This is an optimization exercise on Yosys and OpenROAD, whose aim is small area, not a production implementation.
RTL that was checked went through simulation tests only; none was proved equivalent to the original.
Only the layout flow was run in runs 1 to 3; the RTL was not checked for function there.
In run 5 the design's own scripts or RTL, not TritonCTS, make the clock network.
The flow treats the clock pin as an ideal source. Dropping or thinning the clock tree relies on that and would not hold on a real chip.
Power and IR drop assume default switching activity.

--- flow/constraint.sdc ---
create_clock -name core_clock -period 10.0 [get_ports {clk}]
set_input_delay 2.0000 -clock core_clock [delete_from_list [all_inputs] [get_ports {clk}]]
set_output_delay 2.0000 -clock core_clock [all_outputs]
set_load 0.01 [all_outputs]
--- flow/design.v ---
`timescale 1ns / 1ps
module block_controller(
	input clk,
	input bright,
	input rst,
	input left, input right, input p2left, input p2right,
	input two_player,
	input ack,
	input [9:0] hCount, vCount,
	output [11:0] rgb,
	output reg [15:0] score,
	output [15:0] p2score,
	output reg [15:0] highscore
   );
	localparam INI = 2'b00, START = 2'b01, DONE = 2'b10, TWO = 2'b11;
	function [10:0] sub10;
		input [9:0] a, b;
		integer i; reg br;
		begin
			br = 1'b0;
			for (i = 0; i < 10; i = i + 1) begin
				sub10[i] = a[i] ^ b[i] ^ br;
				br = (~a[i] & b[i]) | (~(a[i] ^ b[i]) & br);
			end
			sub10[10] = br;
		end
	endfunction
	function [10:0] addc10;
		input [9:0] a, b;
		input cin;
		integer i; reg c;
		begin
			c = cin;
			for (i = 0; i < 10; i = i + 1) begin
				addc10[i] = a[i] ^ b[i] ^ c;
				c = (a[i] & b[i]) | ((a[i] ^ b[i]) & c);
			end
			addc10[10] = c;
		end
	endfunction
	function [9:0] add10;
		input [9:0] a, b;
		integer i; reg c;
		begin
			c = 1'b0;
			for (i = 0; i < 10; i = i + 1) begin
				add10[i] = a[i] ^ b[i] ^ c;
				c = (a[i] & b[i]) | ((a[i] ^ b[i]) & c);
			end
		end
	endfunction
	function le10;
		input [9:0] a, k;
		integer i; reg r;
		begin
			r = 1'b1;
			for (i = 0; i < 10; i = i + 1)
				r = (~a[i] & k[i]) | (~(a[i] ^ k[i]) & r);
			le10 = r;
		end
	endfunction
	function gt16;
		input [15:0] a, b;
		integer i; reg r;
		begin
			r = 1'b0;
			for (i = 0; i < 16; i = i + 1)
				r = (a[i] & ~b[i]) | (~(a[i] ^ b[i]) & r);
			gt16 = r;
		end
	endfunction
	function [8:0] step9;
		input [8:0] p;
		input en, down;
		integer i; reg t;
		begin
			t = en;
			for (i = 0; i < 9; i = i + 1) begin
				step9[i] = p[i] ^ t;
				t = t & (p[i] ^ down);
			end
		end
	endfunction
	function [15:0] inc16;
		input [15:0] s;
		input en;
		integer i; reg t;
		begin
			t = en;
			for (i = 0; i < 16; i = i + 1) begin
				inc16[i] = s[i] ^ t;
				t = t & s[i];
			end
		end
	endfunction
	reg [1:0] game_state;
	reg [9:0] nx, ny;           
	reg [8:0] p1, p2;           
	reg nbg_r, nbg_b;           
	reg dx_s;                   
	reg [1:0] dx_m;
	reg dy_s, dy_m;             
	reg [3:0] debounce;
	assign p2score = 16'd0;
	wire in_ini   = game_state == INI;
	wire in_start = game_state == START;
	wire in_two   = game_state == TWO;
	wire in_done  = game_state == DONE;
	wire in_play  = game_state[0];
	wire v_p1 = ~le10(vCount, 10'd449) & le10(vCount, 10'd460);
	wire v_p2 = ~le10(vCount, 10'd89)  & le10(vCount, 10'd100);
	wire [8:0] npr_sel = ~(vCount[8] ? p1 : p2);
	wire [10:0] hq = addc10({1'b0, hCount[9:1]}, {1'b1, npr_sel}, 1'b1);    
	wire h_pad = ~hq[9] & ~|hq[8:5] & le10({5'd0, hq[4:0]}, 10'd25) & (hCount[0] | |hq[4:0]);
	wire paddle  = v_p1 & h_pad;
	wire paddle2 = v_p2 & h_pad & in_two;
	wire [10:0] ch = addc10(hCount, nx, 1'b1);    
	wire [10:0] cv = addc10(vCount, ny, 1'b1);    
	wire [10:0] bh = {~ch[10], ch[9:0]};
	wire [10:0] bv = {~cv[10], cv[9:0]};
	wire h_in = bh[10] ? &bh[9:2] : (~|bh[9:3] & ~(bh[2] & (bh[1] | bh[0])));
	wire v_in = bv[10] ? &bv[9:2] : (~|bv[9:3] & ~(bv[2] & (bv[1] | bv[0])));
	wire [2:0] ah = {bh[10] ? ~(bh[1] | bh[0]) : bh[2], bh[1] ^ (bh[10] & bh[0]), bh[0]};
	wire [2:0] av = {bv[10] ? ~(bv[1] | bv[0]) : bv[2], bv[1] ^ (bv[10] & bv[0]), bv[0]};
	wire xge2 = ~&nx[9:1];
	wire xge4 = ~&nx[9:2];
	wire xge3 = ~(&nx[9:2] & (nx[1] | nx[0]));
	reg shape;
	always @(*) begin
		case (av)
			3'd0, 3'd1: shape = xge4;
			3'd2: shape = ~(ah[2] & ~ah[1] & ~ah[0]) & xge3;
			3'd3: shape = ~ah[2] & ~(ah[1] & ah[0]) & xge2;
			default: shape = ah == 3'd0;
		endcase
	end
	wire ball = h_in & v_in & shape;
	wire r = paddle | (~paddle2 & ~ball & ~nbg_r);
	wire g = ~paddle & (paddle2 | ~ball);
	wire b = ~paddle & ~paddle2 & (ball | ~nbg_b);
	assign rgb = bright ? {{4{r}}, {4{g}}, {4{b}}} : 12'd0;
	wire db_ok = ~|debounce[3:1];                 
	wire db_b1 = ~debounce[0] & ~db_ok;
	wire db_b2 = db_b1 & ~debounce[1];
	wire db_b3 = db_b2 & ~debounce[2];
	wire [3:0] db_dec = {debounce[3] ^ db_b3, debounce[2] ^ db_b2, debounce[1] ^ db_b1,
	                     debounce[0] ^ (debounce[0] | ~db_ok)};
	wire x0    = ~nx[0];
	wire top   = in_start & ~le10(ny, 10'd981);       
	wire wall  = ~le10(nx, 10'd872) | le10(nx, 10'd244);   
	wire zone1 = le10(ny, 10'd578);                   
	wire zone2 = in_two & ~le10(ny, 10'd917);         
	wire [8:0] pg_sel = zone1 ? p1 : p2;
	wire [10:0] gf = addc10({1'b0, pg_sel}, {1'b1, nx[9:1]}, 1'b1);
	wire f_zero = ~|gf[8:0];
	wire [4:0] gq5 = ~gf[4:0] + 5'd1;
	wire on_pad = (f_zero & x0) | (gf[9] & &gf[8:5] & le10({5'd0, gq5}, 10'd25));
	wire hit  = (zone1 | zone2) & on_pad;
	wire miss = (zone1 | zone2) & ~on_pad;
	wire bump = db_ok & ~top & ~wall;             
	wire [9:0] u = {4'd0, gq5, x0};
	wire r0 = le10(u, 10'd10);       
	wire r1 = le10(u, 10'd20);       
	wire r2 = le10(u, 10'd31);       
	wire r3 = le10(u, 10'd41);       
	wire nx_s = r1;
	wire [1:0] nx_m = {r0 | ~r3, r1 & ~r0 | r3 & ~r2};
	wire ny_m = r2 & ~r1;
	wire [9:0] ndxv = {{8{~dx_s & |dx_m}}, dx_m[1] | (~dx_s & dx_m[0]), dx_m[0]};
	wire [9:0] ndyv = {{8{~dy_s}}, dy_m | ~dy_s, ~dy_m};
	wire p1_up = right & le10({1'b0, p1}, 10'd371);
	wire p1_dn = ~right & left & ~le10({1'b0, p1}, 10'd71);
	wire p2_up = p2right & le10({1'b0, p2}, 10'd371);
	wire p2_dn = ~p2right & p2left & ~le10({1'b0, p2}, 10'd71);
	always @(posedge clk, posedge rst) begin
		if (rst) begin
			game_state <= INI;
			nbg_r <= 1'b0; nbg_b <= 1'b0;
			score <= 16'd0;
			highscore <= 16'd0;
			dx_s <= 1'b0; dx_m <= 2'd0;
			dy_s <= 1'b0; dy_m <= 1'b0;
		end else begin
			case (game_state)
			INI: begin
				game_state <= two_player ? TWO : START;
				score <= 16'd0;
			end
			DONE: begin
				if (gt16(score, highscore)) highscore <= score;
				if (ack) game_state <= INI;
			end
			default: begin
				if (miss) game_state <= DONE;
				if (hit) begin
					dx_s <= nx_s; dx_m <= nx_m;
					dy_s <= zone1; dy_m <= ny_m;
				end else begin
					if (top & db_ok) dy_s <= ~dy_s;
					if (wall & db_ok & ~top) dx_s <= ~dx_s;
				end
				if (hit & bump) begin
					score <= inc16(score, 1'b1);
					if (in_start) begin
						nbg_r <= ~nbg_r; nbg_b <= nbg_r;
					end else begin
						nbg_r <= zone1; nbg_b <= ~zone1;
					end
				end
			end
			endcase
		end
	end
	always @(posedge clk) begin
		if (in_ini) begin
			nx <= ~10'd450;
			ny <= ~10'd150;
			p1 <= 9'd212;
			p2 <= 9'd212;
			debounce <= 4'd0;
		end else begin
			if (in_play) begin
				nx <= add10(nx, ndxv);
				ny <= add10(ny, ndyv);
				if (top | wall | hit) debounce <= 4'd10;
				else debounce <= db_dec;
				p1 <= step9(p1, p1_up | p1_dn, p1_dn);
			end
			p2 <= step9(p2, p2_up | p2_dn, p2_dn);
		end
	end
endmodule
--- flow/flow/run.sh ---
#!/bin/bash
# Own layout flow: the standard flow (standard.sh: standard synthesis, floorplan, power grid,
# placement, CTS, routing), with these changes to how the layout is made:
#  - the buffers that ABC inserted during synthesis are removed at floorplan,
#  - every input and output port still gets its own buffer, but a sky130_fd_sc_hd__buf_1,
#  - CTS builds the tree from small clock buffers and adds no dummy loads.
# Each step's full output goes to a log file of its own in this folder.
set -euo pipefail
bash standard.sh synth > log_synth.txt 2>&1
bash standard.sh \
  REMOVE_ABC_BUFFERS=1 \
  "BUFFER_PORTS_ARGS=-buffer_cell sky130_fd_sc_hd__buf_1" \
  "CTS_ARGS=-sink_clustering_enable -repair_clock_nets -dont_use_dummy_load -buf_list sky130_fd_sc_hd__clkbuf_8" \
  finish > log_layout.txt 2>&1
--- flow/config.mk ---
export PLATFORM = sky130hd
export DESIGN_NAME = block_controller
export DESIGN_NICKNAME = block_controller
export VERILOG_FILES = /design/flow/design.v
export SDC_FILE = /design/flow/constraint.sdc
export NUM_CORES = 4
export LEC_CHECK = 0
export CAP_MARGIN = 20
export CORE_MARGIN = 2
export CORE_UTILIZATION = 60
export SLEW_MARGIN = 20
--- flow/standard.sh ---
#!/bin/bash
# synth_recipe.tcl (not shown) runs the flow's synth.tcl, then flattens the netlist and writes it again
# the make line also repeats each setting of config.mk as NAME=value (left out here)
make -C /OpenROAD-flow-scripts/flow DESIGN_CONFIG=/design/flow/config.mk WORK_HOME=/design/flow/orfs CLKGATE_MAP_FILE= SYNTH_SCRIPT=/design/flow/synth_recipe.tcl "${@:-finish}"
==> results of run 1 <==
layout make-up:
cell class	count	area [um2]	area share
Clock buffer	9	124	0.0176
Inverter	80	300	0.0426
Multi-Input combinational cell	546	4250	0.603
Sequential cell	83	1870	0.265
Tap cell	140	175	0.0248
Timing Repair Buffer	80	330	0.0469
flip-flops by register name, indices dropped and copies added, names as in the netlist:
name,count
highscore,16
score,16
nx,10
ny,10
p1,9
p2,9
debounce,4
dx_m,2
game_state,2
dx_s,1
dy_m,1
dy_s,1
nbg_b,1
nbg_r,1
cells in the mapped netlist (3+ instances only):
library cell,instances,area share
mux2i_1,10,0.015
nor3_1,11,0.0082
o31ai_1,8,0.0089
or4_1,4,0.0045
or2_2,4,0.0037
nor2b_1,14,0.013
inv_1,79,0.044
o21ai_0,45,0.034
a21o_1,5,0.0056
nor2_1,46,0.026
nand2_1,65,0.036
mux2_2,28,0.047
a22oi_1,8,0.0089
clkbuf_1,32,0.018
o211ai_1,5,0.0056
a31oi_1,3,0.0028
nand3_1,26,0.019
o2111ai_1,3,0.0039
nor4_1,9,0.0084
dfxtp_1,42,0.13
buf_2,3,0.0022
and3_1,3,0.0028
xor2_1,10,0.013
buf_4,26,0.029
ha_1,39,0.073
dfrtp_1,41,0.15
or3_1,6,0.0056
a211oi_1,4,0.0045
nand4_1,11,0.010
nand2b_1,12,0.011
xnor2_1,10,0.013
a21oi_1,49,0.037
fa_1,50,0.15
a22o_1,4,0.0052
layer usage:
metal	wire, um	up-vias
met1	6560	2629
met2	7320	150
li1	-	2646
met4	292	0
met3	679	25
met5	0	-
kinds of logic (layout without fill, tap and decap cells):
family | count (synthesis) | in the layout | share of synthesized area
muxes | 38 | 38 | 0.0619
buffers and inverters | 144 | 169 | 0.0967
DFF | 83 | 83 | 0.278
adders and majority gates | 89 | 89 | 0.222
and+or+nand+nor | 222 | 222 | 0.163
other | 1 | 16 | 0.000559
AOI/OAI and AO/OA | 161 | 161 | 0.152
xor gates and xnor gates | 20 | 20 | 0.0261
worst max-delay path by stage:
stage	from	end	slack (ns)	cells past startpoint
after floorplan	vCount[0]	rgb[0]	0.60	18
after global placement	vCount[0]	rgb[0]	0.80	20
after detailed placement	vCount[0]	rgb[3]	0.54	20
after CTS	vCount[0]	rgb[3]	0.56	20
after global routing	vCount[0]	rgb[3]	0.25	20
final	vCount[0]	rgb[3]	0.55	20
worst reg2reg max path: stages (launching register included):
cell	delay (ns)
dfxtp_1	0.34
or4_1	0.54
a21oi_1	0.24
o21ai_1	0.12
buf_4	0.20
mux2i_1	0.16
ha_1	0.16
inv_1	0.04
fa_1	0.37
fa_1	0.39
fa_1	0.39
fa_1	0.39
fa_1	0.40
fa_1	0.41
fa_1	0.40
fa_1	0.46
nor4_1	0.28
nand2_1	0.08
o22a_1	0.22
a221o_1	0.55
or4_1	0.55
a21oi_1	0.15
where the power goes:
group          internal [mW]  total (mW)  switching [mW]
clock network         0.0807       0.194           0.114
logic                  0.524        1.20           0.681
registers              0.425       0.577           0.152
total                   1.03        1.98           0.947
==> results.txt, run 1 <==
# TYPE chip_impl_metric gauge
chip_impl_info{name="outcome",value="complete, no violations"} 1
chip_impl_info{name="critPathCaptureType",value="output port"} 1
chip_impl_metric{name="remaining_drc_errors",unit=""} 0
chip_impl_metric{name="die-area",unit="um2"} 12100
chip_impl_metric{name="ys_ff_latch",unit=""} 83
chip_impl_metric{name="num-nets-final",unit=""} 918
chip_impl_info{name="final_cell_mix",value="inv_1 (79), buf_1 (72), nand2_1 (65), fa_1 (50), a21oi_1 (49)"} 1
chip_impl_metric{name="dieHeight",unit="um"} 110
chip_impl_metric{name="gr-usage-met1",unit=""} 0.341
chip_impl_info{name="cts_tree",value="yes"} 1
chip_impl_info{name="yosys_most_used_dff",value="dfxtp_1"} 1
chip_impl_info{name="hold_path_startpoint",value="ny[4]"} 1
chip_impl_metric{name="maxCapViolations",unit=""} 0
chip_impl_metric{name="cts_repair_resize_count",unit=""} 0
chip_impl_metric{name="cp_num_buf_inv",unit=""} 6
chip_impl_info{name="crit_path_cell_trace",value="buf_1 > inv_1 > ha_1 > inv_1 > fa_1 > inv_1 > fa_1 > fa_1 > fa_1 > fa_1 > fa_1 > fa_1 > fa_1 > inv_1 > fa_1 > or4_1 > o21ai_0 > o2111ai_1 > a211oi_1 > buf_1"} 1
chip_impl_info{name="cts_root_buf",value="clkbuf_8"} 1
chip_impl_metric{name="path_clk_slew",unit="ns"} 0.08
chip_impl_metric{name="starting_density_of_the_core",unit=""} 0.617
chip_impl_metric{name="grt_use_total",unit=""} 0.263
chip_impl_info{name="hold_removal_path_class",value="register to register"} 1
chip_impl_info{name="unrepaired_setup_endpoints_after_global_routing",value="no"} 1
chip_impl_metric{name="cp_data_required_time",unit="ns"} 8.00
chip_impl_metric{name="timing.final.ws_setup",unit="ns"} 0.547
chip_impl_metric{name="synth_area_per_cell",unit="um2"} 8.86
chip_impl_metric{name="netlist_area_pre_place",unit="um2"} 6710
chip_impl_info{name="globalRoute.busiestLayer",value="met2"} 1
chip_impl_metric{name="grt_antenna_before_repair",unit=""} 0
chip_impl_info{name="timing.critical_path.mode_cell",value="fa_1"} 1
chip_impl_metric{name="worst_slew_pin_slew",unit="ns"} 1.08
chip_impl_metric{name="clock_tree.buffer_depth",unit=""} 2
chip_impl_metric{name="placed_cells_incl_taps",unit=""} 929
chip_impl_metric{name="slew_headroom",unit=""} 0.279
chip_impl_metric{name="postRouteAntennaNets",unit=""} 0
chip_impl_info{name="min_to",value="ny[4]"} 1
chip_impl_metric{name="hold_viol_final",unit=""} 0
chip_impl_metric{name="post-route-min-period",unit="ns"} 9.45
chip_impl_metric{name="numClockSinks",unit=""} 83
chip_impl_metric{name="ys_types",unit=""} 64
chip_impl_metric{name="htree_levels",unit=""} 3
chip_impl_metric{name="timing.critical_path.fanout_max",unit=""} 4
chip_impl_metric{name="fin_cells",unit=""} 938
chip_impl_metric{name="cp_data_arrival_time",unit="ns"} 7.45
chip_impl_info{name="crit_slowest_cell",value="or4_1"} 1
chip_impl_metric{name="placed_area",unit="um2"} 6930
chip_impl_metric{name="dp_worst_setup_slack",unit="ns"} 0.535
chip_impl_metric{name="cell_depth_of_the_worst_hold_path",unit=""} 2
chip_impl_metric{name="pin_count",unit=""} 89
chip_impl_metric{name="first_global_vias",unit=""} 5168
chip_impl_metric{name="dp_hpwl",unit="um"} 11400
chip_impl_metric{name="post-route-cell-area",unit="um2"} 7050
chip_impl_metric{name="synth-async-reset-ratio",unit=""} 0.494
chip_impl_metric{name="route.detailed.wl_per_inst",unit="um"} 15.8
chip_impl_info{name="mostFrequentLayoutCell",value="inv_1"} 1
chip_impl_metric{name="fillerInstances",unit=""} 949
chip_impl_metric{name="setup_viol_count_final",unit=""} 0
chip_impl_metric{name="pin_count_of_the_biggest_net_entering_global_routing",unit=""} 64
chip_impl_metric{name="die_width",unit="um"} 110
chip_impl_metric{name="port_buffers",unit=""} 72
chip_impl_info{name="worst_setup_path_start_kind",value="input port"} 1
chip_impl_info{name="timing.rr.end",value="score[15]"} 1
chip_impl_info{name="worstSetupPathType",value="input port to output port"} 1
chip_impl_metric{name="ys_seq_area_frac",unit=""} 0.278
chip_impl_metric{name="drive_gt1_frac",unit=""} 0.0714
chip_impl_metric{name="max_stage_delay",unit="ns"} 0.53
chip_impl_metric{name="detailedRoute.firstIterationViolations",unit=""} 331
chip_impl_metric{name="reg2regPathDepth",unit=""} 21
chip_impl_metric{name="reg2reg_setup_slack",unit="ns"} 3.09
chip_impl_metric{name="placement_rows",unit=""} 38
chip_impl_metric{name="yosysWarningCount",unit=""} 1
chip_impl_metric{name="clock_latency",unit="ns"} 0.37
chip_impl_metric{name="holdWs",unit="ns"} 0.480
chip_impl_metric{name="post_cts_hold_buffer_count",unit=""} 0
chip_impl_metric{name="postRouteWirelength",unit="um"} 14900
chip_impl_metric{name="via_count",unit=""} 5450
chip_impl_metric{name="vdd_drop_max",unit="mV"} 0.178
chip_impl_metric{name="timing.clock.skew",unit="ns"} 0.0139
chip_impl_metric{name="drt_pre_antenna_iters",unit=""} 5
chip_impl_metric{name="tns",unit="ns"} 0
chip_impl_metric{name="power_per_cell_area",unit="nW/um2"} 280
chip_impl_metric{name="fin_crit_sh",unit=""} 0.945
chip_impl_metric{name="post-cts-setup-buffers",unit=""} 0
chip_impl_info{name="worst_r2r_startpoint",value="ny[2]"} 1
chip_impl_metric{name="core_area",unit="um2"} 10900
chip_impl_metric{name="timing_max_transition_violations_final",unit=""} 0
chip_impl_metric{name="syn_to_final_growth",unit="%"} 5.01
chip_impl_metric{name="postLayoutCoreUtil",unit=""} 0.648
chip_impl_metric{name="timing.fmax",unit="GHz"} 0.106
chip_impl_metric{name="global_routing_met2_resource_utilization",unit=""} 0.445
chip_impl_metric{name="wire_length_of_the_first_global_routing_pass",unit="um"} 24700
chip_impl_metric{name="post_synth_edffs",unit=""} 0
chip_impl_metric{name="synthCells",unit=""} 758
chip_impl_metric{name="post-layout-total-power",unit="mW"} 1.98
chip_impl_metric{name="cts_bufs_inserted",unit=""} 9
chip_impl_metric{name="p_leak",unit="nW"} 3.22
chip_impl_metric{name="groute.layer.met3.usage",unit=""} 0.0421
chip_impl_metric{name="gpl.final_weighted_congestion",unit=""} 0.895
chip_impl_metric{name="antenna_cells",unit=""} 0
chip_impl_info{name="timing.critical_path.max_delay_family",value="adder cells"} 1
chip_impl_metric{name="drt-vias-per-instance",unit=""} 5.81
chip_impl_metric{name="gr-total-overflow",unit=""} 0
==> inputs of run 2 (changes only) <==
==> flow/flow/run.sh (replaced) <==
#!/bin/bash
# Own layout flow: the standard flow (standard.sh) with these changes to how the layout is made:
#  - after the standard synthesis, the logic between the registers is re-mapped by ABC for area
#    (remap.tcl, area.abc); registers keep the standard synthesis's names and cell types,
#  - the buffers that ABC inserted during synthesis are removed at floorplan,
#  - every input and output port still gets its own buffer, but a sky130_fd_sc_hd__buf_1,
#  - CTS builds the tree from small clock buffers and adds no dummy loads.
# Each step's full output goes to a log file of its own in this folder.
set -euo pipefail
RES=orfs/results/$FLOW_PLATFORM/block_controller/base
bash standard.sh synth > log_synth.txt 2>&1
cp $RES/1_2_yosys.v $RES/1_2_yosys.std.v
export REMAP_DONT_USE="$(grep -o -- '-dont_use [A-Za-z0-9_]*' orfs/logs/$FLOW_PLATFORM/block_controller/base/1_2_yosys.log | awk '{print $2}' | sort -u | tr '\n' ' ')"
yosys -c flow/remap.tcl > log_remap.txt 2>&1
touch $RES/1_2_yosys.v
bash standard.sh \
  REMOVE_ABC_BUFFERS=1 \
  "BUFFER_PORTS_ARGS=-buffer_cell sky130_fd_sc_hd__buf_1" \
  "CTS_ARGS=-sink_clustering_enable -repair_clock_nets -dont_use_dummy_load -buf_list sky130_fd_sc_hd__clkbuf_8" \
  finish > log_layout.txt 2>&1
==> flow/flow/area.abc (new file) <==
strash
dch -f
amap
topo
==> flow/flow/remap.tcl (new file) <==
# Re-map the combinational logic of the standard synthesis netlist for area.
# The registers (instance names, cell types and connections) are left exactly as the standard
# synthesis made them; only the logic between them is re-mapped by ABC with an area script.
yosys -import
set lib $::env(FLOW_HOME)/platforms/$::env(FLOW_PLATFORM)/lib/sky130_fd_sc_hd__tt_025C_1v80.lib
set res orfs/results/$::env(FLOW_PLATFORM)/block_controller/base
set dont_use {}
foreach c $::env(REMAP_DONT_USE) { lappend dont_use -dont_use $c }
read_liberty -ignore_miss_func -ignore_miss_dir $lib
read_verilog $res/1_2_yosys.std.v
hierarchy -top $::env(FLOW_TOP)
setattr -mod -set keep_hierarchy 1 sky130_fd_sc_hd__df* sky130_fd_sc_hd__edf* sky130_fd_sc_hd__sdf*
flatten
opt -purge
abc -liberty $lib -script flow/area.abc {*}$dont_use
opt_clean -purge
hilomap -singleton -hicell sky130_fd_sc_hd__conb_1 HI -locell sky130_fd_sc_hd__conb_1 LO
opt_clean -purge
stat -liberty $lib
select $::env(FLOW_TOP)
write_verilog -noattr -noexpr -nohex -nodec -selected $res/1_2_yosys.v
==> run 2 against run 1 <==
- still clean
- flip-flop and latch count unchanged
- maximum frequency rose by 12%
- first-iteration DRC count grew 32%
- synthesized area is 13% lower
==> results.txt, run 2 <==
# TYPE chip_impl_metric gauge
chip_impl_metric{name="remaining_drc_errors",unit=""} 0
chip_impl_metric{name="first_global_vias",unit=""} 5864
chip_impl_metric{name="cts_bufs_inserted",unit=""} 9
chip_impl_metric{name="postRouteWirelength",unit="um"} 16700
chip_impl_info{name="hold_removal_path_class",value="register to register"} 1
chip_impl_info{name="unrepaired_setup_endpoints_after_global_routing",value="no"} 1
chip_impl_metric{name="numClockSinks",unit=""} 83
chip_impl_metric{name="timing_max_transition_violations_final",unit=""} 0
chip_impl_metric{name="cp_data_required_time",unit="ns"} 8.00
chip_impl_metric{name="cp_data_arrival_time",unit="ns"} 6.41
chip_impl_metric{name="maxCapViolations",unit=""} 0
chip_impl_metric{name="route.detailed.wl_per_inst",unit="um"} 14.9
chip_impl_metric{name="cts_repair_resize_count",unit=""} 0
chip_impl_metric{name="die-area",unit="um2"} 10600
chip_impl_metric{name="switching_power",unit="mW"} 1.12
chip_impl_metric{name="postLayoutCoreUtil",unit=""} 0.676
chip_impl_metric{name="path_clk_slew",unit="ns"} 0.06
chip_impl_metric{name="setup_viol_count_final",unit=""} 0
chip_impl_metric{name="gr-total-overflow",unit=""} 0
chip_impl_info{name="critPathCaptureType",value="output port"} 1
chip_impl_metric{name="dp_hpwl",unit="um"} 13000
chip_impl_metric{name="timing.critical_path.fanout_max",unit=""} 4
chip_impl_metric{name="yosysWarningCount",unit=""} 1
chip_impl_metric{name="antenna_cells",unit=""} 0
chip_impl_metric{name="clock_latency",unit="ns"} 0.37
chip_impl_info{name="worstSetupPathType",value="input port to output port"} 1
chip_impl_metric{name="post_cts_hold_buffer_count",unit=""} 0
chip_impl_info{name="mostFrequentLayoutCell",value="nor2_1"} 1
chip_impl_metric{name="pin_count",unit=""} 89
chip_impl_metric{name="power_per_cell_area",unit="nW/um2"} 324
chip_impl_metric{name="clockPowerShare",unit=""} 0.092
chip_impl_metric{name="postRouteAntennaNets",unit=""} 0
chip_impl_metric{name="gpl.final_weighted_congestion",unit=""} 0.921
chip_impl_info{name="largest_registers",value="highscore (16), score (16)"} 1
chip_impl_metric{name="hold_viol_final",unit=""} 0
chip_impl_info{name="worst_setup_path_start_kind",value="input port"} 1
chip_impl_metric{name="power.sequential.fraction",unit=""} 0.283
chip_impl_info{name="cts_root_buf",value="clkbuf_8"} 1
chip_impl_metric{name="die_width",unit="um"} 103
chip_impl_metric{name="htree_levels",unit=""} 3
chip_impl_metric{name="pin_count_of_the_biggest_net_entering_global_routing",unit=""} 42
chip_impl_metric{name="syn_to_final_growth",unit="%"} 11.3
chip_impl_info{name="outcome",value="complete, no violations"} 1
chip_impl_metric{name="netlist_area_pre_place",unit="um2"} 5860
chip_impl_metric{name="starting_density_of_the_core",unit=""} 0.608
chip_impl_metric{name="worst_slew_pin_slew",unit="ns"} 0.833
chip_impl_metric{name="placed_area",unit="um2"} 6400
chip_impl_metric{name="num-nets-final",unit=""} 1025
chip_impl_info{name="cts_tree",value="yes"} 1
chip_impl_metric{name="synth_area_per_cell",unit="um2"} 6.57
chip_impl_metric{name="placement_rows",unit=""} 36
chip_impl_metric{name="synthCells",unit=""} 892
chip_impl_metric{name="fin_crit_sh",unit=""} 0.841
chip_impl_metric{name="post-layout-total-power",unit="mW"} 2.11
chip_impl_metric{name="detailedRoute.firstIterationViolations",unit=""} 436
chip_impl_metric{name="clock_tree.buffer_depth",unit=""} 2
chip_impl_metric{name="timing.clock.skew",unit="ns"} 0.0356
chip_impl_metric{name="port_buffers",unit=""} 72
chip_impl_metric{name="slew_headroom",unit=""} 0.443
chip_impl_metric{name="wire_length_of_the_first_global_routing_pass",unit="um"} 26500
chip_impl_metric{name="timing.fmax",unit="GHz"} 0.119
chip_impl_metric{name="drt_pre_antenna_iters",unit=""} 5
chip_impl_metric{name="grt_antenna_before_repair",unit=""} 0
chip_impl_metric{name="power.share.switching",unit=""} 0.531
chip_impl_metric{name="drive_gt1_frac",unit=""} 0.0151
chip_impl_metric{name="drt-vias-per-instance",unit=""} 6.09
chip_impl_metric{name="combPwrFrac",unit=""} 0.625
chip_impl_metric{name="p_int",unit="uW"} 991
chip_impl_info{name="final_cell_mix",value="nor2_1 (209), clkinv_1 (125), o21ai_0 (77), a21oi_1 (73), buf_1 (72)"} 1
chip_impl_metric{name="p_leak",unit="nW"} 2.36
chip_impl_metric{name="post-cts-setup-buffers",unit=""} 0
chip_impl_metric{name="grt_use_total",unit=""} 0.316
chip_impl_metric{name="via_count",unit=""} 6867
chip_impl_metric{name="post-route-min-period",unit="ns"} 8.41
chip_impl_metric{name="dieHeight",unit="um"} 103
chip_impl_metric{name="post-route-cell-area",unit="um2"} 6520
chip_impl_metric{name="core_area",unit="um2"} 9640
chip_impl_metric{name="tns",unit="ns"} 0
chip_impl_metric{name="vdd_drop_max",unit="mV"} 0.188
==> run 2: worst paths after layout <==
kind	from	slack, ns	cells past startpoint	endpoint
max	hCount[1]	1.59	24	rgb[0]
min	debounce[3]	0.47	2	debounce[3]
max reg2reg	ny[3]	3.49	31	score[15]
min reg2reg	debounce[3]	0.47	2	debounce[3]
max in group asynchronous	rst	7.90	3	score[15]
min in group asynchronous	rst	1.70	3	score[6]
==> run 2: final cells by class <==
type,count,area (um2)
Sequential cell,83,1870
Tap cell,133,166
Fill cell,909,3120
Multi-Input combinational cell,699,3580
Timing Repair Buffer,78,315
Clock buffer,9,124
Inverter,125,469
==> run 2: worst max-delay path, stage by stage <==
cell and delay, ns:
buf_1 0.12, clkinv_1 0.11, o22ai_1 0.26, o22ai_1 0.19
a222oi_1 0.44, o22ai_1 0.22, a222oi_1 0.45, nor2_1 0.09
nor2_1 0.16, nor2_1 0.07, a21oi_1 0.19, nor2_1 0.08
nor2_1 0.15, o21ai_0 0.15, nor3_1 0.15, nand3_1 0.10
nor3_1 0.15, a21oi_1 0.06, nor3_1 0.22, clkinv_1 0.08
nor2b_1 0.19, clkinv_1 0.11, a211oi_1 0.44, buf_1 0.23
==> run 2: through the flow <==
step,instances,setup WS (ns),hold WS [ns]
5_1_grt,1127,0.856,0.507
4_1_cts,1127,1.63,0.475
2_1_floorplan,907,1.89,0.450
6_report,1127,1.59,0.474
3_5_place_dp,1118,1.66,0.463
3_3_place_gp,1118,1.82,0.459
==> run 2: power by group through the flow <==
stage / registers (mW) / logic, mW / clock network [mW]
finish: 0.599 / 1.32 / 0.195
global route: 0.615 / 1.49 / 0.209
CTS: 0.593 / 1.30 / 0.195
detailed placement: 0.599 / 1.29 / 0
global placement: 0.594 / 1.23 / 0
floorplan: 0.558 / 1.00 / 0
==> run 2: layer usage <==
layer,vias up,track usage,share of wire
met5,-,0,0
met4,0,0.129,0.032
met3,47,0.0461,0.079
met2,274,0.512,0.46
met1,3140,0.427,0.43
li1,3406,-,-
==> inputs of run 3 (changes only) <==
--- a/flow/flow/run.sh
+++ b/flow/flow/run.sh
@@ -4,7 +4,8 @@
 #    (remap.tcl, area.abc); registers keep the standard synthesis's names and cell types,
 #  - the buffers that ABC inserted during synthesis are removed at floorplan,
 #  - every input and output port still gets its own buffer, but a sky130_fd_sc_hd__buf_1,
-#  - CTS builds the tree from small clock buffers and adds no dummy loads.
+#  - CTS builds the tree from a few clock buffers and adds no dummy loads,
+#  - the constant outputs share one tie cell.
 # Each step's full output goes to a log file of its own in this folder.
 set -euo pipefail
 RES=orfs/results/$FLOW_PLATFORM/block_controller/base
@@ -16,5 +17,6 @@
 bash standard.sh \
   REMOVE_ABC_BUFFERS=1 \
   "BUFFER_PORTS_ARGS=-buffer_cell sky130_fd_sc_hd__buf_1" \
-  "CTS_ARGS=-sink_clustering_enable -repair_clock_nets -dont_use_dummy_load -buf_list sky130_fd_sc_hd__clkbuf_8" \
+  "CTS_ARGS=-sink_clustering_enable -repair_clock_nets -dont_use_dummy_load -buf_list sky130_fd_sc_hd__clkbuf_16 -sink_clustering_size 30 -sink_clustering_max_diameter 150" \
+  SKIP_REPAIR_TIE_FANOUT=1 \
   finish > log_layout.txt 2>&1
==> flow/flow/area.abc (replaced) <==
strash
&get -n
&deepsyn -T 60
&put
dch -f
amap
topo
==> run 3 against run 2 <==
- worst setup slack gained 0.53 ns
- synthesized cell count fell by 14%
- non-clock buffer count shrank 4
- utilization increased by 1.1 points
- worst hold slack improved by 0.017 ns
- critical endpoint is now score[15]
==> results.txt, run 3 <==
# TYPE chip_impl_metric gauge
chip_impl_metric{name="drt_pre_antenna_iters",unit=""} 5
chip_impl_metric{name="postRouteAntennaNets",unit=""} 0
chip_impl_metric{name="post-route-cell-area",unit="um2"} 5910
chip_impl_metric{name="cts_repair_resize_count",unit=""} 0
chip_impl_metric{name="cts_bufs_inserted",unit=""} 9
chip_impl_info{name="worst_setup_path_start_kind",value="register"} 1
chip_impl_metric{name="numClockSinks",unit=""} 83
chip_impl_metric{name="fillerInstances",unit=""} 775
chip_impl_metric{name="p_leak",unit="nW"} 2.19
chip_impl_metric{name="num-nets-final",unit=""} 877
chip_impl_metric{name="hold_viol_final",unit=""} 0
chip_impl_info{name="worstSetupPathType",value="register to register"} 1
chip_impl_metric{name="seq_area",unit="um2"} 1870
chip_impl_metric{name="die-area",unit="um2"} 9530
chip_impl_metric{name="dp_hpwl",unit="um"} 11300
chip_impl_metric{name="antenna_cells",unit=""} 0
chip_impl_metric{name="netlist_area_pre_place",unit="um2"} 5260
chip_impl_metric{name="port_buffers",unit=""} 72
chip_impl_metric{name="timing.critical_path.fanout_max",unit=""} 13
chip_impl_metric{name="placed_cells_incl_taps",unit=""} 945
chip_impl_info{name="outcome",value="complete, no violations"} 1
chip_impl_info{name="unrepaired_setup_endpoints_after_global_routing",value="no"} 1
chip_impl_metric{name="first_global_vias",unit=""} 5582
chip_impl_metric{name="starting_density_of_the_core",unit=""} 0.612
chip_impl_info{name="cts_tree",value="yes"} 1
chip_impl_metric{name="vdd_drop_max",unit="mV"} 0.174
chip_impl_metric{name="die_width",unit="um"} 97.6
chip_impl_metric{name="route.detailed.wl_per_inst",unit="um"} 15.5
chip_impl_metric{name="cell_depth_of_the_worst_hold_path",unit=""} 2
chip_impl_metric{name="via_count",unit=""} 5889
chip_impl_info{name="hold_removal_path_class",value="register to register"} 1
chip_impl_metric{name="cp_data_required_time",unit="ns"} 10.21
chip_impl_metric{name="placed_area",unit="um2"} 5680
chip_impl_metric{name="setup_viol_count_final",unit=""} 0
chip_impl_metric{name="pin_count",unit=""} 89
chip_impl_metric{name="maxCapViolations",unit=""} 0
chip_impl_metric{name="gpl.final_weighted_congestion",unit=""} 0.994
chip_impl_metric{name="cp_data_arrival_time",unit="ns"} 8.09
chip_impl_metric{name="detailedRoute.firstIterationViolations",unit=""} 393
chip_impl_metric{name="post-layout-total-power",unit="mW"} 1.00
chip_impl_metric{name="max_stage_delay",unit="ns"} 0.77
chip_impl_metric{name="htree_levels",unit=""} 3
chip_impl_metric{name="grt_antenna_before_repair",unit=""} 0
chip_impl_metric{name="post_cts_hold_buffer_count",unit=""} 0
chip_impl_metric{name="worst_slew_pin_slew",unit="ns"} 0.959
chip_impl_metric{name="synthCells",unit=""} 763
chip_impl_metric{name="power_per_cell_area",unit="nW/um2"} 170
chip_impl_metric{name="drive_gt1_frac",unit=""} 0.0142
chip_impl_metric{name="reg2regPathDepth",unit=""} 36
chip_impl_info{name="crit_slowest_cell",value="a21oi_1"} 1
chip_impl_metric{name="postRouteWirelength",unit="um"} 14800
chip_impl_metric{name="dieHeight",unit="um"} 97.6
chip_impl_metric{name="clock_latency",unit="ns"} 0.34
chip_impl_metric{name="timing_max_transition_violations_final",unit=""} 0
chip_impl_metric{name="syn_to_final_growth",unit="%"} 12.3
chip_impl_metric{name="post-cts-setup-buffers",unit=""} 0
chip_impl_info{name="mostFrequentLayoutCell",value="nor2_1"} 1
chip_impl_metric{name="drt-vias-per-instance",unit=""} 6.17
chip_impl_metric{name="placement_rows",unit=""} 34
chip_impl_metric{name="gr-total-overflow",unit=""} 0
chip_impl_metric{name="fin_crit_sh",unit=""} 0.787
chip_impl_info{name="critPathCaptureType",value="register"} 1
chip_impl_info{name="largest_registers",value="highscore (16), score (16)"} 1
chip_impl_metric{name="timing.fmax",unit="GHz"} 0.127
chip_impl_info{name="final_cell_mix",value="nor2_1 (159), clkinv_1 (121), a21oi_1 (74), buf_1 (72), o21ai_0 (68)"} 1
chip_impl_metric{name="timing.clock.skew",unit="ns"} 0.0156
chip_impl_metric{name="slew_headroom",unit=""} 0.361
chip_impl_metric{name="clock_tree.buffer_depth",unit=""} 2
chip_impl_metric{name="grt_use_total",unit=""} 0.319
chip_impl_metric{name="post-route-min-period",unit="ns"} 7.87
chip_impl_metric{name="remaining_drc_errors",unit=""} 0
chip_impl_metric{name="core_area",unit="um2"} 8590
chip_impl_metric{name="postLayoutCoreUtil",unit=""} 0.688
chip_impl_metric{name="synth_area_per_cell",unit="um2"} 6.90
chip_impl_metric{name="path_clk_slew",unit="ns"} 0.06
chip_impl_info{name="cts_root_buf",value="clkbuf_16"} 1
chip_impl_metric{name="multi_input_comb_area",unit="um2"} 2940
chip_impl_metric{name="pin_count_of_the_biggest_net_entering_global_routing",unit=""} 41
chip_impl_metric{name="yosysWarningCount",unit=""} 1
chip_impl_metric{name="tns",unit="ns"} 0
chip_impl_metric{name="wire_length_of_the_first_global_routing_pass",unit="um"} 25100
chip_impl_metric{name="fin_cells",unit=""} 954
run 3: critical path: cells and delay by family (launching register included):
kind            cells  cell delay [ns]
simple gates       21             3.54
compound gates     10             2.70
flops               1             0.44
buf+inv             5             1.10
run 3: layout make-up:
cell class | count | share of cell area
clock buffer | 9 | 0.0381
inverter | 121 | 0.0768
multi-input combinational | 559 | 0.498
sequential | 83 | 0.316
tap | 108 | 0.0229
timing repair buffer | 74 | 0.0483
run 3: path summary, 6_finish.rpt:
kind,start,end,slack [ns]
setup reg to reg,ny[1],score[15],2.13
min in group asynchronous,rst,highscore[7],1.47
hold / removal,debounce[0],debounce[0],0.49
max in group asynchronous,rst,nbg_b,7.87
setup / recovery,ny[1],score[15],2.13
hold reg to reg,debounce[0],debounce[0],0.49
run 3: metrics by stage:
stage / setup WS [ns] / hold slack (ns)
3_3_place_gp: 2.52 / 0.474
2_1_floorplan: 2.36 / 0.450
3_5_place_dp: 2.32 / 0.482
5_1_grt: 1.13 / 0.512
4_1_cts: 2.27 / 0.489
6_report: 2.13 / 0.491
run 3: layer usage:
metal / track usage / share of wire / up-vias
li1: - / - / 2920
met1: 0.386 / 0.41 / 2650
met2: 0.546 / 0.49 / 266
met3: 0.0547 / 0.064 / 53
met4: 0.156 / 0.041 / 0
met5: 0 / 0 / -
run 3: power by group:
| group | switching [mW] | internal (mW) | leakage [nW] |
|---|---|---|---|
| Sequential | 0.0607 | 0.371 | 0.911 |
| Clock | 0.118 | 0.158 | 0.111 |
| Combinational | 0.183 | 0.113 | 1.17 |
| Total | 0.362 | 0.642 | 2.19 |
==> inputs of run 4 (changes only) <==
--- a/flow/design.v
+++ b/flow/design.v
@@ -97,9 +97,8 @@
 	reg [9:0] nx, ny;           
 	reg [8:0] p1, p2;           
 	reg nbg_r, nbg_b;           
-	reg dx_s;                   
-	reg [1:0] dx_m;
-	reg dy_s, dy_m;             
+	reg dx_s, dy_s;             
+	reg [1:0] dm;
 	reg [3:0] debounce;
 	assign p2score = 16'd0;
 	wire in_ini   = game_state == INI;
@@ -164,8 +163,9 @@
 	wire r2 = le10(u, 10'd31);       
 	wire r3 = le10(u, 10'd41);       
 	wire nx_s = r1;
-	wire [1:0] nx_m = {r0 | ~r3, r1 & ~r0 | r3 & ~r2};
-	wire ny_m = r2 & ~r1;
+	wire [1:0] n_dm = {r0 | ~r3 | (r2 & ~r1), (r1 & ~r0) | (r3 & ~r2) | (r2 & ~r1)};
+	wire [1:0] dx_m = {dm[1] & ~dm[0], dm[0] & ~dm[1]};
+	wire dy_m = &dm;
 	wire [9:0] ndxv = {{8{~dx_s & |dx_m}}, dx_m[1] | (~dx_s & dx_m[0]), dx_m[0]};
 	wire [9:0] ndyv = {{8{~dy_s}}, dy_m | ~dy_s, ~dy_m};
 	wire p1_up = right & le10({1'b0, p1}, 10'd371);
@@ -178,8 +178,7 @@
 			nbg_r <= 1'b0; nbg_b <= 1'b0;
 			score <= 16'd0;
 			highscore <= 16'd0;
-			dx_s <= 1'b0; dx_m <= 2'd0;
-			dy_s <= 1'b0; dy_m <= 1'b0;
+			dx_s <= 1'b0; dy_s <= 1'b0; dm <= 2'd0;
 		end else begin
 			case (game_state)
 			INI: begin
@@ -193,8 +192,7 @@
 			default: begin
 				if (miss) game_state <= DONE;
 				if (hit) begin
-					dx_s <= nx_s; dx_m <= nx_m;
-					dy_s <= zone1; dy_m <= ny_m;
+					dx_s <= nx_s; dy_s <= zone1; dm <= n_dm;
 				end else begin
 					if (top & db_ok) dy_s <= ~dy_s;
 					if (wall & db_ok & ~top) dx_s <= ~dx_s;
--- a/flow/flow/run.sh
+++ b/flow/flow/run.sh
@@ -17,6 +17,6 @@
 bash standard.sh \
   REMOVE_ABC_BUFFERS=1 \
   "BUFFER_PORTS_ARGS=-buffer_cell sky130_fd_sc_hd__buf_1" \
-  "CTS_ARGS=-sink_clustering_enable -repair_clock_nets -dont_use_dummy_load -buf_list sky130_fd_sc_hd__clkbuf_16 -sink_clustering_size 30 -sink_clustering_max_diameter 150" \
+  "CTS_ARGS=-sink_clustering_enable -repair_clock_nets -dont_use_dummy_load -buf_list sky130_fd_sc_hd__clkbuf_8" \
   SKIP_REPAIR_TIE_FANOUT=1 \
   finish > log_layout.txt 2>&1
==> run 4 against run 3 <==
- utilization fell by 0.86 points
- combinational power grew to 3.3 times the previous value
- clock power is 32% lower
- synthesized area rose by 1.5%
- sequential power up 37%
- worst setup slack lost 0.23 ns
- power grew 74%
- sequential share of layout area shrank 0.34 points
- via count increased by 1.7%
- synthesized cell count up 2.5%
- non-clock buffer count grew 1
- cell count grew 2.1%
- largest cell class unchanged
==> results.txt, run 4 <==
# TYPE chip_impl_metric gauge
chip_impl_metric{name="fin_crit_sh",unit=""} 0.810
chip_impl_metric{name="drive_gt1_frac",unit=""} 0.0150
chip_impl_metric{name="timing_max_transition_violations_final",unit=""} 0
chip_impl_metric{name="synthCells",unit=""} 782
chip_impl_info{name="cts_root_buf",value="clkbuf_8"} 1
chip_impl_metric{name="global_routing_met2_resource_utilization",unit=""} 0.500
chip_impl_metric{name="tns",unit="ns"} 0
chip_impl_info{name="globalRoute.busiestLayer",value="met2"} 1
chip_impl_metric{name="placement_rows",unit=""} 34
chip_impl_metric{name="power_per_cell_area",unit="nW/um2"} 296
chip_impl_info{name="hold_removal_path_class",value="register to register"} 1
chip_impl_metric{name="drt_pre_antenna_iters",unit=""} 6
chip_impl_metric{name="groute.layer.met3.usage",unit=""} 0.0437
chip_impl_metric{name="first_global_vias",unit=""} 5352
chip_impl_metric{name="remaining_drc_errors",unit=""} 0
chip_impl_info{name="final_cell_mix",value="nor2_1 (177), clkinv_1 (126), buf_1 (72), a21oi_1 (62), o21ai_0 (59)"} 1
chip_impl_info{name="unrepaired_setup_endpoints_after_global_routing",value="no"} 1
chip_impl_metric{name="cts_bufs_inserted",unit=""} 9
chip_impl_info{name="outcome",value="complete, no violations"} 1
chip_impl_metric{name="wire_length_of_the_first_global_routing_pass",unit="um"} 24800
chip_impl_metric{name="clock_latency",unit="ns"} 0.36
chip_impl_metric{name="pin_count_of_the_biggest_net_entering_global_routing",unit=""} 41
chip_impl_metric{name="route.detailed.wl_per_inst",unit="um"} 15.5
chip_impl_metric{name="postRouteAntennaNets",unit=""} 0
chip_impl_metric{name="post-route-cell-area",unit="um2"} 5890
chip_impl_metric{name="path_clk_slew",unit="ns"} 0.07
chip_impl_metric{name="postRouteWirelength",unit="um"} 15100
chip_impl_info{name="crit_path_cell_trace",value="buf_1 > clkinv_1 > o22ai_1 > o22ai_1 > or4_1 > a2111oi_0 > o221a_1 > a31oi_1 > nor4_1 > clkinv_1 > a2111oi_0 > buf_1"} 1
chip_impl_metric{name="antenna_cells",unit=""} 0
chip_impl_metric{name="cp_num_buf_inv",unit=""} 4
chip_impl_metric{name="post-cts-setup-buffers",unit=""} 0
chip_impl_metric{name="vdd_drop_max",unit="mV"} 0.140
chip_impl_metric{name="netlist_area_pre_place",unit="um2"} 5340
chip_impl_info{name="crit_slowest_cell",value="a2111oi_0"} 1
chip_impl_metric{name="hold_viol_final",unit=""} 0
chip_impl_metric{name="core_area",unit="um2"} 8680
chip_impl_info{name="largest_registers",value="highscore (16), score (16)"} 1
chip_impl_metric{name="maxCapViolations",unit=""} 0
chip_impl_metric{name="clock_tree.buffer_depth",unit=""} 2
chip_impl_metric{name="cp_data_arrival_time",unit="ns"} 6.10
chip_impl_metric{name="placed_area",unit="um2"} 5770
chip_impl_info{name="critPathCaptureType",value="output port"} 1
chip_impl_metric{name="timing.fmax",unit="GHz"} 0.123
chip_impl_metric{name="max_stage_delay",unit="ns"} 0.83
chip_impl_metric{name="timing.clock.skew",unit="ns"} 0.0314
chip_impl_info{name="worstSetupPathType",value="input port to output port"} 1
chip_impl_metric{name="post_cts_hold_buffer_count",unit=""} 0
chip_impl_metric{name="gpl.final_weighted_congestion",unit=""} 0.975
chip_impl_metric{name="port_buffers",unit=""} 72
chip_impl_metric{name="timing.critical_path.fanout_max",unit=""} 13
chip_impl_metric{name="postLayoutCoreUtil",unit=""} 0.679
chip_impl_metric{name="pin_count",unit=""} 89
chip_impl_metric{name="numClockSinks",unit=""} 82
chip_impl_metric{name="gr-total-overflow",unit=""} 0
chip_impl_metric{name="cp_data_required_time",unit="ns"} 8.00
chip_impl_metric{name="die_width",unit="um"} 98.3
chip_impl_metric{name="num-nets-final",unit=""} 897
chip_impl_metric{name="via_count",unit=""} 5991
chip_impl_metric{name="gr-usage-met1",unit=""} 0.432
chip_impl_metric{name="grt_use_total",unit=""} 0.310
chip_impl_metric{name="detailedRoute.firstIterationViolations",unit=""} 463
chip_impl_metric{name="slew_headroom",unit=""} 0.339
chip_impl_metric{name="setup_viol_count_final",unit=""} 0
chip_impl_info{name="mostFrequentLayoutCell",value="nor2_1"} 1
chip_impl_info{name="cts_tree",value="yes"} 1
chip_impl_metric{name="grt_antenna_before_repair",unit=""} 0
chip_impl_info{name="timing.critical_path.max_delay_family",value="compound AO/OA/AOI/OAI gates"} 1
chip_impl_metric{name="die-area",unit="um2"} 9670
chip_impl_metric{name="synth_area_per_cell",unit="um2"} 6.83
chip_impl_info{name="worst_setup_path_start_kind",value="input port"} 1
chip_impl_metric{name="dp_hpwl",unit="um"} 11700
chip_impl_metric{name="worst_slew_pin_slew",unit="ns"} 0.992
chip_impl_metric{name="p_leak",unit="nW"} 2.20
chip_impl_metric{name="yosysWarningCount",unit=""} 1
chip_impl_metric{name="post-route-min-period",unit="ns"} 8.10
chip_impl_metric{name="dieHeight",unit="um"} 98.3
chip_impl_metric{name="cts_repair_resize_count",unit=""} 0
chip_impl_metric{name="starting_density_of_the_core",unit=""} 0.615
chip_impl_metric{name="drt-vias-per-instance",unit=""} 6.15
chip_impl_metric{name="htree_levels",unit=""} 3
chip_impl_metric{name="syn_to_final_growth",unit="%"} 10.4
[run 4: worst paths after layout]
path | cells past startpoint | from | endpoint | slack (ns)
worst min-delay path | 1 | debounce[0] | debounce[0] | 0.49
max in group asynchronous | 3 | rst | score[8] | 7.90
worst min register to register | 1 | debounce[0] | debounce[0] | 0.49
worst max-delay path | 12 | vCount[8] | rgb[3] | 1.90
worst max register to register | 36 | ny[1] | score[15] | 2.25
min in group asynchronous | 3 | rst | score[1] | 1.72
[run 4: area by class of cell]
| type | count | area, um2 |
|---|---|---|
| repair buffers | 75 | 293 |
| clock buffers | 9 | 124 |
| fillers | 781 | 2780 |
| inverters | 126 | 473 |
| well taps | 108 | 135 |
| multi-input cells | 574 | 3030 |
| flip-flops and latches | 82 | 1840 |
[run 4: per-stage QoR]
step	setup slack [ns]	cells	power, mW	hold WS (ns)
2_1_floorplan	1.99	782	1.28	0.440
3_3_place_gp	2.22	965	1.49	0.446
5_1_grt	1.09	974	1.89	0.538
3_5_place_dp	2.01	965	1.53	0.472
4_1_cts	2.00	974	1.72	0.489
6_report	1.90	974	1.75	0.487
[run 4: routing by layer]
metal | part of all wire | routed length (um)
met5 | 0 | 0
met2 | 0.45 | 6740
met1 | 0.43 | 6550
met3 | 0.088 | 1330
met4 | 0.030 | 454
[run 4: worst register-to-register path, delay by kind of cell, from the launching register on]
family | cells | cell delay, ns
DFF | 1 | 0.43
and+or+nand+nor | 21 | 3.76
buffers and inverters | 4 | 0.96
AOI/OAI and AO/OA | 11 | 2.49
[run 4: power by group]
part | internal (mW) | leakage [nW] | total, mW | switching, mW
Sequential | 0.445 | 0.877 | 0.592 | 0.147
Clock | 0.0807 | 0.0647 | 0.189 | 0.108
Combinational | 0.347 | 1.26 | 0.964 | 0.618
==> inputs of run 5 (changes only) <==
==> flow/flow/run.sh (replaced) <==
#!/bin/bash
# Own layout flow: the standard flow (standard.sh) with these changes to how the layout is made:
#  - after the standard synthesis, the logic between the registers is re-mapped by ABC for area
#    (remap.tcl): four runs of ABC's deep synthesis with different seeds, then an area mapping;
#    the smallest result is kept. Registers keep the standard synthesis's names and cell types,
#  - the buffers that ABC inserted during synthesis are removed at floorplan,
#  - every input and output port still gets its own buffer, but a sky130_fd_sc_hd__buf_1,
#  - the clock tree is a root buffer and six clock buffers (cts_tree.tcl), each
#    driving one group of nearby registers, in place of TritonCTS,
#  - the constant outputs share one tie cell.
# Each step's full output goes to a log file of its own in this folder.
set -euo pipefail
RES=orfs/results/$FLOW_PLATFORM/block_controller/base
export CLK_COLS=3 CLK_ROWS=2 CLK_BUF=sky130_fd_sc_hd__clkbuf_8 CLK_ROOT=sky130_fd_sc_hd__clkbuf_4
bash standard.sh synth > log_synth.txt 2>&1
cp $RES/1_2_yosys.v $RES/1_2_yosys.std.v
export REMAP_DONT_USE="$(grep -o -- '-dont_use [A-Za-z0-9_]*' orfs/logs/$FLOW_PLATFORM/block_controller/base/1_2_yosys.log | awk '{print $2}' | sort -u | tr '\n' ' ')"
mkdir -p remap
for s in 1 2 3 4; do
  printf 'strash\n&get -n\n&deepsyn -T 180 -S %s\n&put\ndch -f\namap\ntopo\n' $s > remap/area_$s.abc
  REMAP_SCRIPT=remap/area_$s.abc REMAP_OUT=remap/net_$s.v yosys -c flow/remap.tcl > log_remap_$s.txt 2>&1 &
done
wait
best=""; best_area=""
for s in 1 2 3 4; do
  a=$(grep "Chip area for top module" remap/net_$s.v.stat | awk '{print $NF}')
  echo "seed $s: $a" >> log_remap_pick.txt
  if [[ -z "$best" ]] || python3 -c "import sys; sys.exit(0 if $a < $best_area else 1)"; then best=$s; best_area=$a; fi
done
echo "kept seed $best ($best_area)" >> log_remap_pick.txt
cp remap/net_$best.v $RES/1_2_yosys.v
touch $RES/1_2_yosys.v
bash standard.sh \
  REMOVE_ABC_BUFFERS=1 \
  "BUFFER_PORTS_ARGS=-buffer_cell sky130_fd_sc_hd__buf_1" \
  PRE_CTS_TCL=$PWD/flow/cts_tree.tcl \
  SKIP_REPAIR_TIE_FANOUT=1 \
  finish > log_layout.txt 2>&1
==> flow/flow/cts_tree.tcl (new file) <==
# Simple balanced clock tree, used in place of TritonCTS for this small design:
# the registers are split by position into a grid of groups of about equal size, each group is
# driven by one clock buffer placed at its centre, and a root buffer at the centre drives those
# buffers from the clock port.
# Every register gets its clock through exactly one buffer of the same type.
proc my_small_clock_tree { } {
  set bufname [expr { [info exists ::env(CLK_BUF)] ? $::env(CLK_BUF) : "sky130_fd_sc_hd__clkbuf_8" }]
  set block [ord::get_db_block]
  set clknet [$block findNet clk]
  set master [[ord::get_db] findMaster $bufname]
  set sinks {}
  set sink_iterms [$clknet getITerms]
  set root_net $clknet
  if { [info exists ::env(CLK_ROOT)] && $::env(CLK_ROOT) != "" } {
    set rinst [odb::dbInst_create $block [[ord::get_db] findMaster $::env(CLK_ROOT)] "clkbuf_tree_root"]
    set root_net [odb::dbNet_create $block "clknet_tree_root"]
    $root_net setSigType CLOCK
    [$rinst findITerm A] connect $clknet
    [$rinst findITerm X] connect $root_net
  }
  set rx 0; set ry 0
  foreach it $sink_iterms {
    set inst [$it getInst]
    set loc [$inst getLocation]
    lappend sinks [list [lindex $loc 0] [lindex $loc 1] $it]
  }
  # split into a grid of CLK_COLS x CLK_ROWS groups of about equal count
  set cols [expr { [info exists ::env(CLK_COLS)] ? $::env(CLK_COLS) : 2 }]
  set rows [expr { [info exists ::env(CLK_ROWS)] ? $::env(CLK_ROWS) : 2 }]
  set sinks [lsort -integer -index 0 $sinks]
  set n [llength $sinks]
  set g 0
  for { set c 0 } { $c < $cols } { incr c } {
    set col [lsort -integer -index 1 [lrange $sinks [expr { $c * $n / $cols }] [expr { ($c + 1) * $n / $cols - 1 }]]]
    set m [llength $col]
    for { set r 0 } { $r < $rows } { incr r } {
      set part [lrange $col [expr { $r * $m / $rows }] [expr { ($r + 1) * $m / $rows - 1 }]]
      set sx 0; set sy 0
      foreach s $part { incr sx [lindex $s 0]; incr sy [lindex $s 1] }
      set cx [expr { $sx / [llength $part] }]
      set cy [expr { $sy / [llength $part] }]
      set inst [odb::dbInst_create $block $master "clkbuf_tree_$g"]
      set net [odb::dbNet_create $block "clknet_tree_$g"]
      $net setSigType CLOCK
      [$inst findITerm A] connect $root_net
      [$inst findITerm X] connect $net
      foreach s $part {
        set it [lindex $s 2]
        $it disconnect
        $it connect $net
      }
      $inst setLocation $cx $cy
      $inst setPlacementStatus PLACED
      incr g
      incr rx $cx; incr ry $cy
    }
  }
  if { [info exists rinst] } {
    $rinst setLocation [expr { $rx / $g }] [expr { $ry / $g }]
    $rinst setPlacementStatus PLACED
  }
  set_propagated_clock [all_clocks]
}
rename clock_tree_synthesis orig_clock_tree_synthesis
proc clock_tree_synthesis { args } { my_small_clock_tree }
==> flow/flow/remap.tcl (replaced) <==
# Re-map the combinational logic of the standard synthesis netlist for area.
# The registers (instance names, cell types and connections) are left exactly as the standard
# synthesis made them; only the logic between them is re-mapped by ABC with an area script
# (REMAP_SCRIPT), and the result is written to REMAP_OUT.
yosys -import
set lib $::env(FLOW_HOME)/platforms/$::env(FLOW_PLATFORM)/lib/sky130_fd_sc_hd__tt_025C_1v80.lib
set res orfs/results/$::env(FLOW_PLATFORM)/block_controller/base
set dont_use {}
foreach c $::env(REMAP_DONT_USE) { lappend dont_use -dont_use $c }
read_liberty -ignore_miss_func -ignore_miss_dir $lib
read_verilog $res/1_2_yosys.std.v
hierarchy -top $::env(FLOW_TOP)
setattr -mod -set keep_hierarchy 1 sky130_fd_sc_hd__df* sky130_fd_sc_hd__edf* sky130_fd_sc_hd__sdf*
flatten
opt -purge
abc -liberty $lib -script $::env(REMAP_SCRIPT) {*}$dont_use
opt_clean -purge
hilomap -singleton -hicell sky130_fd_sc_hd__conb_1 HI -locell sky130_fd_sc_hd__conb_1 LO
opt_clean -purge
tee -o $::env(REMAP_OUT).stat stat -liberty $lib
select $::env(FLOW_TOP)
write_verilog -noattr -noexpr -nohex -nodec -selected $::env(REMAP_OUT)
removed: flow/flow/area.abc
==> run 5 against run 4 <==
- still clean
- maximum frequency decreased by 0.59%
- clock skew decreased by 0.019 ns
- synthesized area decreased by 3.0%
- clock power decreased by 15%
- die area decreased by 2.9%
- synthesized cell count decreased by 4.7%
- critical path depth increased by 3
==> results.txt, run 5 <==
# TYPE chip_impl_metric gauge
chip_impl_info{name="outcome",value="complete, no violations"} 1
chip_impl_metric{name="port_buffers",unit=""} 72
chip_impl_metric{name="core_area",unit="um2"} 8300
chip_impl_info{name="unrepaired_setup_endpoints_after_global_routing",value="no"} 1
chip_impl_metric{name="pin_count_of_the_biggest_net_entering_global_routing",unit=""} 41
chip_impl_metric{name="p_leak",unit="nW"} 2.10
chip_impl_metric{name="drt_pre_antenna_iters",unit=""} 7
chip_impl_metric{name="synth_area_per_cell",unit="um2"} 6.95
chip_impl_metric{name="placement_rows",unit=""} 33
chip_impl_metric{name="drive_gt1_frac",unit=""} 0.0121
chip_impl_metric{name="seq_area",unit="um2"} 1840
chip_impl_metric{name="combPwrFrac",unit=""} 0.552
chip_impl_metric{name="power_per_cell_area",unit="nW/um2"} 301
chip_impl_metric{name="fillerInstances",unit=""} 740
chip_impl_metric{name="grt_antenna_before_repair",unit=""} 0
chip_impl_metric{name="dp_hpwl",unit="um"} 10900
chip_impl_metric{name="tns",unit="ns"} 0
chip_impl_metric{name="netlist_area_pre_place",unit="um2"} 5180
chip_impl_metric{name="gpl.final_weighted_congestion",unit=""} 0.903
chip_impl_metric{name="cts_repair_resize_count",unit=""} 0
chip_impl_metric{name="first_global_vias",unit=""} 5100
chip_impl_metric{name="setup_viol_count_final",unit=""} 0
chip_impl_metric{name="via_count",unit=""} 5706
chip_impl_metric{name="dieHeight",unit="um"} 96.9
chip_impl_metric{name="timing.fmax",unit="GHz"} 0.123
chip_impl_metric{name="route.detailed.wl_per_inst",unit="um"} 15.4
chip_impl_metric{name="drt-vias-per-instance",unit=""} 6.13
chip_impl_metric{name="slew_headroom",unit=""} 0.392
chip_impl_metric{name="gr-total-overflow",unit=""} 0
chip_impl_metric{name="die_width",unit="um"} 96.9
chip_impl_metric{name="postRouteWirelength",unit="um"} 14300
chip_impl_metric{name="path_clk_slew",unit="ns"} 0.09
chip_impl_metric{name="post_cts_hold_buffer_count",unit=""} 0
chip_impl_metric{name="syn_to_final_growth",unit="%"} 9.84
chip_impl_info{name="mostFrequentLayoutCell",value="nor2_1"} 1
chip_impl_info{name="worstSetupPathType",value="input port to output port"} 1
chip_impl_metric{name="timing.final.ws_setup",unit="ns"} 1.85
chip_impl_metric{name="switching_power",unit="uW"} 864
chip_impl_metric{name="grt_use_total",unit=""} 0.295
chip_impl_metric{name="remaining_drc_errors",unit=""} 0
chip_impl_metric{name="yosysWarningCount",unit=""} 1
chip_impl_metric{name="p_int",unit="uW"} 845
chip_impl_metric{name="post-route-min-period",unit="ns"} 8.15
chip_impl_metric{name="power.share.switching",unit=""} 0.505
chip_impl_metric{name="die-area",unit="um2"} 9390
chip_impl_metric{name="dp_worst_setup_slack",unit="ns"} 2.09
chip_impl_info{name="final_cell_mix",value="nor2_1 (146), clkinv_1 (98), buf_1 (72), a21oi_1 (68), o21ai_0 (65)"} 1
chip_impl_metric{name="detailedRoute.firstIterationViolations",unit=""} 386
chip_impl_metric{name="synthCells",unit=""} 745
## run 5: stage by stage
| stage | total power [mW] | cells | util | hold slack (ns) | cell area, um2 |
|---|---|---|---|---|---|
| finish | 1.71 | 931 | 0.685 | 0.521 | 5690 |
| floorplan | 1.27 | 745 | - | 0.459 | 5180 |
| global placement | 1.50 | 924 | 0.674 | 0.472 | 5600 |
| global route | 1.86 | 931 | 0.685 | 0.537 | 5690 |
| detailed placement | 1.53 | 924 | 0.674 | 0.500 | 5600 |
| CTS | 1.70 | 931 | 0.685 | 0.522 | 5690 |
## run 5: path summary, 6_finish.rpt
kind / slack [ns] / startpoint / to / cells after the start
max in group asynchronous: 7.98 / rst / score[2] / 3
hold reg to reg: 0.52 / ny[4] / ny[4] / 1
min in group asynchronous: 1.67 / rst / highscore[14] / 3
hold / removal: 0.52 / ny[4] / ny[4] / 1
setup / recovery: 1.85 / vCount[8] / rgb[6] / 15
setup reg to reg: 2.35 / ny[5] / score[15] / 42
## run 5: power groups by stage
stage | clock [mW] | sequential [mW] | combinational, mW
finish | 0.161 | 0.604 | 0.943
floorplan | 0 | 0.576 | 0.698
global route | 0.177 | 0.624 | 1.06
global placement | 0 | 0.600 | 0.900
CTS | 0.167 | 0.599 | 0.929
detailed placement | 0 | 0.604 | 0.924
## run 5: cell type report
cell class                 instances  area share
buffer                             7      0.0158
inverter                          98      0.0647
multi-input combinational        565       0.522
sequential                        82       0.324
tap                              105      0.0231
timing repair buffer              74      0.0502
## run 5: per-layer routing
metal | vias up | share of wire | GRT usage
met3 | 23 | 0.078 | 0.0303
met1 | 2570 | 0.45 | 0.422
li1 | 2882 | - | -
met2 | 231 | 0.46 | 0.500
met4 | 0 | 0.014 | 0.0368
met5 | - | 0 | 0
## run 5: worst max-delay path: stages
cell and delay (ns):
buf_1 0.56, clkinv_1 0.55, o22ai_1 0.35, nor2_1 0.09, a21oi_1 0.20, a21boi_0 0.31, o21ai_0 0.17, nor2b_1 0.17
a21oi_1 0.12, a2111oi_0 0.07, or4_1 0.59, nor4_1 0.39, nor2_1 0.08, nor3_1 0.29, buf_1 0.19

-- afterwards: timing with drivers on the ports --
The flow's constraints put no driver on any port. The routed layouts listed below were extracted and timed again, unchanged, in two steps. Step 1, drivers: a clkbuf_16 drives clk and a buf_2 each remaining input, both assumed. Step 2 times the ports against the registers' clock, not the clock port: input delays grow and output delays shrink by t, the midpoint of the rising clock arrivals with the driver on. a / b / c = ideal ports / drivers / drivers and shift; a / b = the first two.
run | shift t [ns] | setup WS [ns] | worst hold slack (ns)
run 1 | 0.397 | 0.547 / 0.515 / 0.515 | 0.480 / 0.480 / 0.480
run 2 | 0.387 | 1.591 / 1.554 / 1.554 | 0.474 / 0.474 / 0.474
run 3 | 0.371 | 2.126 / 2.126 / 2.126 | 0.491 / 0.491 / 0.491
run 4 | 0.379 | 1.895 / 1.851 / 1.851 | 0.487 / 0.487 / 0.487
run 5 | 0.443 | 1.847 / 1.822 / 1.822 | 0.521 / 0.521 / 0.521
After both steps every run listed still meets setup and hold. The setup slack of run 4, which loses most, moves by -0.044 ns with the drivers and by -0.044 ns with both steps.
